Context: an optimization exercise on an open-source flow, tuned for small area and a short achievable clock period. The choices shown serve that exercise and are no tape-out recipe.
Function was checked by simulation only, so behaviour that the tests miss may differ from the original.
No activity file was given, so power comes from the tool's default toggle rates.

==> design/flow/config.mk <==
export PLATFORM = sky130hd
export DESIGN_NAME = DSP
export DESIGN_NICKNAME = DSP
export VERILOG_FILES = /design/flow/design.v
export SDC_FILE = /design/flow/constraint.sdc
export NUM_CORES = 4
export LEC_CHECK = 0
export CAP_MARGIN = 20
export CORE_MARGIN = 2
export CORE_UTILIZATION = 40
export SLEW_MARGIN = 20
==> design/flow/constraint.sdc <==
create_clock -name core_clock -period 11.0 [get_ports {CLK}]
set_input_delay 2.2000 -clock core_clock [delete_from_list [all_inputs] [get_ports {CLK}]]
set_output_delay 2.2000 -clock core_clock [all_outputs]
set_load 0.01 [all_outputs]
==> design/flow/design.v <==
module FF_MUX(A, clk, rst, EN, Y);
parameter N = 1;
parameter SEL = 0;
parameter RSTTYPE = "SYNC";
input EN;
input clk, rst;
input [N-1:0] A;
output [N-1:0] Y;
reg [N-1:0] Y_FF;
assign Y = (SEL)? Y_FF : A;
generate
	if (RSTTYPE == "SYNC") begin
		always @(posedge clk) begin
			if (rst) begin
				Y_FF <= 0;
			end
			else if(EN) begin
				Y_FF <= A;
			end
		end
	end
	else begin
		always @(posedge clk or posedge rst) begin
			if (rst) begin
				Y_FF <= 0;
			end
			else if(EN) begin
				Y_FF <= A;
			end
		end
	end
endgenerate
endmodule
module DSP #(
	parameter A0REG = 0,
	parameter A1REG = 1,
	parameter B0REG = 0,
	parameter B1REG = 1,
	parameter CREG = 1,
	parameter DREG = 1,
	parameter MREG = 1,
	parameter PREG = 1,
	parameter CARRYINREG = 1,
	parameter CARRYOUTREG = 1,
	parameter OPMODEREG = 1,
	parameter CARRYINSEL = "OPMODE5",
	parameter B_INPUT = "DIRECT",
	parameter RSTTYPE = "SYNC"
	) (
	input [17:0] A, B, D, BCIN,
	input [47:0] C, PCIN,
	input [7:0] OPMODE,
	input CARRYIN, CLK,
	input RSTA, RSTB, RSTC, RSTD, RSTP, RSTM, RSTOPMODE, RSTCARRYIN,
	input CEA, CEB, CEC, CED, CEP, CEM, CEOPMODE, CECARRYIN,
	output [17:0] BCOUT,
	output [47:0] PCOUT, P,
	output [35:0] M,
	output CARRYOUT, CARRYOUTF
	);
wire [17:0] A_Reg0, A_Reg1, B_Reg0, B_Reg1, D_Reg;
wire [47:0] C_Reg;
wire [7:0] OPMODE_Reg;
wire [17:0] B0Reg_in;
assign B0Reg_in = (B_INPUT == "DIRECT")? B :
				  (B_INPUT == "CASCADE")? BCIN : 0;
wire [17:0] Pre_out;
assign Pre_out = (OPMODE_Reg[6])? D_Reg - B_Reg0 : D_Reg + B_Reg0;
wire [17:0] B1Reg_in;
assign B1Reg_in = (OPMODE_Reg[4])? Pre_out : B_Reg0;
assign BCOUT = B_Reg1;
wire [35:0] M_Reg;
wire [35:0] Mult_out;
assign Mult_out = A_Reg1 * B_Reg1;
assign M = M_Reg;
reg [47:0] X_out;
reg [47:0] Z_out;
wire CYI_Reg;
assign CYI_Reg = (CARRYINSEL == "OPMODE5")? OPMODE_Reg[5] : 
				 (CARRYINSEL == "CARRYIN")? CARRYIN : 0; 
wire CIN;
wire [47:0] Post_out;
wire COUT;
assign {COUT, Post_out} = (OPMODE_Reg[7])? Z_out - (X_out + CIN) : Z_out + X_out + CIN;
assign CARRYOUTF = CARRYOUT;
assign PCOUT = P;
FF_MUX #(.N(18), .SEL(A0REG), .RSTTYPE(RSTTYPE)) A_REG0 (A, CLK, RSTA, CEA, A_Reg0);
FF_MUX #(.N(18), .SEL(A1REG), .RSTTYPE(RSTTYPE)) A_REG1 (A_Reg0, CLK, RSTA, CEA, A_Reg1);
FF_MUX #(.N(48), .SEL(CREG), .RSTTYPE(RSTTYPE)) C_REG (C, CLK, RSTC, CEC, C_Reg);
FF_MUX #(.N(18), .SEL(DREG), .RSTTYPE(RSTTYPE)) D_REG (D, CLK, RSTD, CED, D_Reg);
FF_MUX #(.N(8), .SEL(OPMODEREG), .RSTTYPE(RSTTYPE)) OPMODE_REG (OPMODE, CLK, RSTOPMODE, CEOPMODE, OPMODE_Reg);
FF_MUX #(.N(18), .SEL(B0REG), .RSTTYPE(RSTTYPE)) B_REG0 (B0Reg_in, CLK, RSTB, CEB, B_Reg0);
FF_MUX #(.N(18), .SEL(B1REG), .RSTTYPE(RSTTYPE)) B_REG1 (B1Reg_in, CLK, RSTB, CEB, B_Reg1);
FF_MUX #(.N(36), .SEL(MREG), .RSTTYPE(RSTTYPE)) M_REG (Mult_out, CLK, RSTM, CEM, M_Reg);
FF_MUX #(.N(1), .SEL(CARRYINREG), .RSTTYPE(RSTTYPE)) CYI_REG (CYI_Reg, CLK, RSTCARRYIN, CECARRYIN, CIN);
FF_MUX #(.N(1), .SEL(CARRYOUTREG), .RSTTYPE(RSTTYPE)) CYO_REG (COUT, CLK, RSTCARRYIN, CECARRYIN, CARRYOUT);
FF_MUX #(.N(48), .SEL(PREG), .RSTTYPE(RSTTYPE)) P_REG (Post_out, CLK, RSTP, CEP, P);
always @(*) begin
	case (OPMODE_Reg[1:0])
		0: X_out = 0;
		1: X_out = {12'b0, Mult_out};
		2: X_out = P; 
		default: X_out = {D_Reg[11:0], A_Reg1[17:0], B_Reg1[17:0]};
	endcase
end
always @(*) begin
	case (OPMODE_Reg[3:2])
		0: Z_out = 0;
		1: Z_out = PCIN;
		2: Z_out = P; 
		default: Z_out = C_Reg;
	endcase
end
endmodule
==> design/flow/run.sh <==
#!/bin/bash
# synth_recipe.tcl (not shown) runs the flow's synth.tcl, then flattens the netlist and writes it again
# the make line also repeats each setting of config.mk as NAME=value (left out here)
make -C /OpenROAD-flow-scripts/flow DESIGN_CONFIG=/design/flow/config.mk WORK_HOME=/design/flow/orfs CLKGATE_MAP_FILE= SYNTH_SCRIPT=/design/flow/synth_recipe.tcl finish
==> flow_metrics.env <==
export IMPL_areaGrowthSynthToFinish_pct=16.3
export IMPL_status="complete, no violations"
export IMPL_hold_class="reg2reg"
export IMPL_die_w_um=265
export IMPL_clockBufferDepth=2
export IMPL_h_tree_depth=4
export IMPL_finalPower_uw=3460
export IMPL_wl_mm=90.9
export IMPL_fin_crit_ns=10.22
export IMPL_finalCoreUtilization_pct=47.1
export IMPL_worst_pin_slew_ns=1.07
export IMPL_syn_area_um2=27200
export IMPL_clock_root_buffer="clkbuf_16"
export IMPL_yosysUniqueCellTypes=87
export IMPL_critPathMaxStageDelay_ns=0.86
export IMPL_clock_sinks=196
export IMPL_firstDrtPassIters=6
export IMPL_swShare_pct=44.1
export IMPL_die_area_um2=70200
export IMPL_synth_edf_count=0
export IMPL_final_max_slew_viol_count=0
export IMPL_cts_tree="done"
export IMPL_fin_worst_skew_ns=0.0237
export IMPL_clockPowerShare_pct=18.8
export IMPL_dp_slack_ns=0.798
export IMPL_fin_setup_tns_ns=0
export IMPL_path_class="reg2reg"
export IMPL_drt_iter0_markers=1819
export IMPL_fin_nets=4204
export IMPL_synth_top_area_share_pct=19.2
export IMPL_antenna_found_initial=2
export IMPL_grt_pass1_vias=23300
export IMPL_gp_congestion=0.917
export IMPL_p_per_area_nw_per_um2=109
export IMPL_cts_setup_buffers=0
export IMPL_drcViolationCount=0
export IMPL_required_ns=11.40
export IMPL_comb_power_share_pct=55.8
export IMPL_crit_top_cell="fa_1"
export IMPL_fin_crit_sh_pct=92.9
export IMPL_synth_flop_cell="dfxtp_1"
export IMPL_pin_count=346
export IMPL_switching_power_uw=1530
export IMPL_row_count=95
export IMPL_setup_ws_ns=0.781
export IMPL_path_max_fanout=14
export IMPL_ant_nets=0
export IMPL_p_leak_uw=0.0149
export IMPL_seqPwrFrac_pct=25.4
export IMPL_ir_drop_mv=0.111
export IMPL_cap_violations=0
export IMPL_antenna_diode_count=0
export IMPL_synth_area_leaders="fa_1 19%, dfxtp_1 14%, ha_1 12%, inv_1 5.8%, mux2i_1 5.4%"
export IMPL_max_freq_ghz=0.0979
export IMPL_grt_max_degree=76
export IMPL_r2r_cells=37
export IMPL_rsz0062_at_grt="false"
export IMPL_crit_arrival_ns=10.62
export IMPL_slew_headroom_pct=28.1
export IMPL_io_buffer_count=326
export IMPL_ys_warn_count=7
export IMPL_synth_seq_cells=196
export IMPL_finalSetupViolCount=0
export IMPL_start_util_pct=40.5
export IMPL_hpwl_mm=71.9
export IMPL_placed_cell_area_um2=31100
export IMPL_gr_total_overflow=0
export IMPL_grt_use_total_pct=25.9
export IMPL_grt_pass1_wl_mm=139
export IMPL_syn_avg_cell_area_um2=8.27
export IMPL_hold_viol=0
export IMPL_yosysSeqAreaShare_pct=14.4
export IMPL_core_area_um2=67300
export IMPL_stdcell_area_um2=31700
export IMPL_synth_most_common_cell="inv_1"
export IMPL_clk_latency_ns=0.52
export IMPL_drive_above_1_share_pct=6.10
export IMPL_die_y_um=265
export IMPL_wl_per_cell_um=20.8
export IMPL_startpoint_type="flop"
export IMPL_hold_depth=2
export IMPL_worst_setup_path_end_kind="flop"
export IMPL_synthCells=3292
export IMPL_synth_top_cells_by_count="424 x inv_1, 307 x nand2_1, 269 x nor2_1, 267 x ha_1, 261 x fa_1"
export IMPL_cts_buffers=17
export IMPL_p_int_uw=1940
export IMPL_vias=23400
export IMPL_synth_net_count=4014
export IMPL_critPathSlowestCell="dfxtp_1"
export IMPL_async_flop_share_pct=0
export IMPL_synth_area_leader_cell="fa_1"
export IMPL_clk_pin_slew_ns=0.08
export IMPL_viasPerCell=5.36
registers in the layout, indices dropped and copies added (netlist names):
signal           cells
C_REG.Y_FF          48
P_REG.Y_FF          48
M_REG.Y_FF          36
A_REG1.Y_FF         18
B_REG1.Y_FF         18
D_REG.Y_FF          18
OPMODE_REG.Y_FF      8
CYI_REG.Y_FF         1
CYO_REG.Y_FF         1
final cells by class:
class,instances,area [um^2]
Tap cell,873,1090
Fill cell,6672,35600
Timing Repair Buffer,407,3850
Multi-Input combinational cell,2433,20600
Clock inverter,10,104
Clock buffer,20,447
Inverter,427,1600
Sequential cell,196,3930
logic make-up (layout without fill, tap and decap cells):
family / Yosys count / in the layout / synth area share, %
AND/OR/NAND/NOR: 921 / 921 / 15.7
buffers and inverters: 663 / 864 / 9.84
AO/OA/AOI/OAI: 640 / 640 / 16.3
adder cells (fa/ha/maj): 528 / 528 / 31.4
multiplexers: 207 / 207 / 7.90
flip-flops: 196 / 196 / 14.4
XOR/XNOR: 137 / 137 / 4.41
layer usage:
layer	vias up	GRT usage, %	routed length (um)
met4	2	6.89	2150
met3	111	5.50	6550
met2	751	42.0	41300
met5	-	0	7
met1	11400	35.0	40900
li1	11200	-	-
stage by stage:
step	hold slack, ns	std cells
6_report	0.483	4366
3_3_place_gp	0.466	4336
3_5_place_dp	0.477	4336
4_1_cts	0.489	4366
5_1_grt	0.508	4366
2_1_floorplan	0.454	3292
power by group through the flow:
stage | Clock (uW) | Sequential [uW] | Combinational, uW
floorplan | 0 | 847 | 1300
global placement | 0 | 897 | 1900
detailed placement | 0 | 897 | 1910
CTS | 672 | 882 | 1920
global route | 690 | 891 | 2130
finish | 651 | 881 | 1930
worst max-delay path: cells and delay by family, from the launching register on:
kind            cells  cell delay, ns
fa+ha+maj           9            4.19
compound gates     12            2.78
simple gates       10            1.45
flops               1            0.86
xor+xnor            2            0.49
buf+inv             4            0.30
final timing paths:
check / start / to / slack (ns)
max: B_REG1.Y_FF[10] / P_REG.Y_FF[47] / 0.78
min: M_REG.Y_FF[6] / M_REG.Y_FF[6] / 0.48
max reg2reg: B_REG1.Y_FF[10] / P_REG.Y_FF[47] / 0.78
min reg2reg: M_REG.Y_FF[6] / M_REG.Y_FF[6] / 0.48
placed cells by master (no fill, tap or decap), types with 5 or more instances in the layout:
cell,count
dfxtp_2,5
a211o_1,10
o21ai_1,6
dfxtp_1,191
nor4_1,5
a221o_1,5
xor2_1,48
xnor2_1,89
a221oi_1,5
o211ai_1,5
nand2_1,307
a21o_1,95
a21oi_1,155
mux2_2,60
o21ai_0,97
nor2_1,269
mux2i_1,146
a211oi_1,43
a22o_1,77
clkbuf_16,17
nand3_1,35
and2_1,152
nand4_1,11
and3_1,20
a31oi_1,23
or3_1,8
o21a_1,22
ha_1,267
fa_1,261
clkdlybuf4s50_1,321
nand2b_1,23
o21bai_1,20
a311oi_1,7
nor3_1,35
buf_2,5
buf_4,81
nor2b_1,35
inv_1,424
timing repair:
action / in CTS / in global routing
gates resized for setup: 0 / 1
hold buffers: 0 / 0
endpoints found under the setup margin: 0 / 1

[afterwards: timing with drivers on the ports]
Ports are ideal in the flow. The routed layout listed here was re-timed in OpenROAD.
Step 1 (the two cells are an assumption about what drives the block):
set clk [get_ports {CLK}]
set_driving_cell -lib_cell sky130_fd_sc_hd__clkbuf_16 $clk
set_driving_cell -lib_cell sky130_fd_sc_hd__buf_2 [delete_from_list [all_inputs] $clk]
Step 2, shift: input delay + t, output delay - t, t = (earliest + latest rising clock arrival at the registers) / 2. This alone moves slack from input paths to output paths.
Slacks: ideal ports / drivers / drivers and shift; pairs: ideal ports / drivers.
t (ns): 0.568
slack for setup (ns): 0.781 / 0.781 / 0.781
worst setup path after step 2: register to register
worst data-port slew with drivers (ns): 0.11
cell pins on the clock port's net: 1
After both steps setup and hold are still met in this run. The setup slack of this run moves by 0.000 ns with the drivers and by 0.000 ns with both steps.
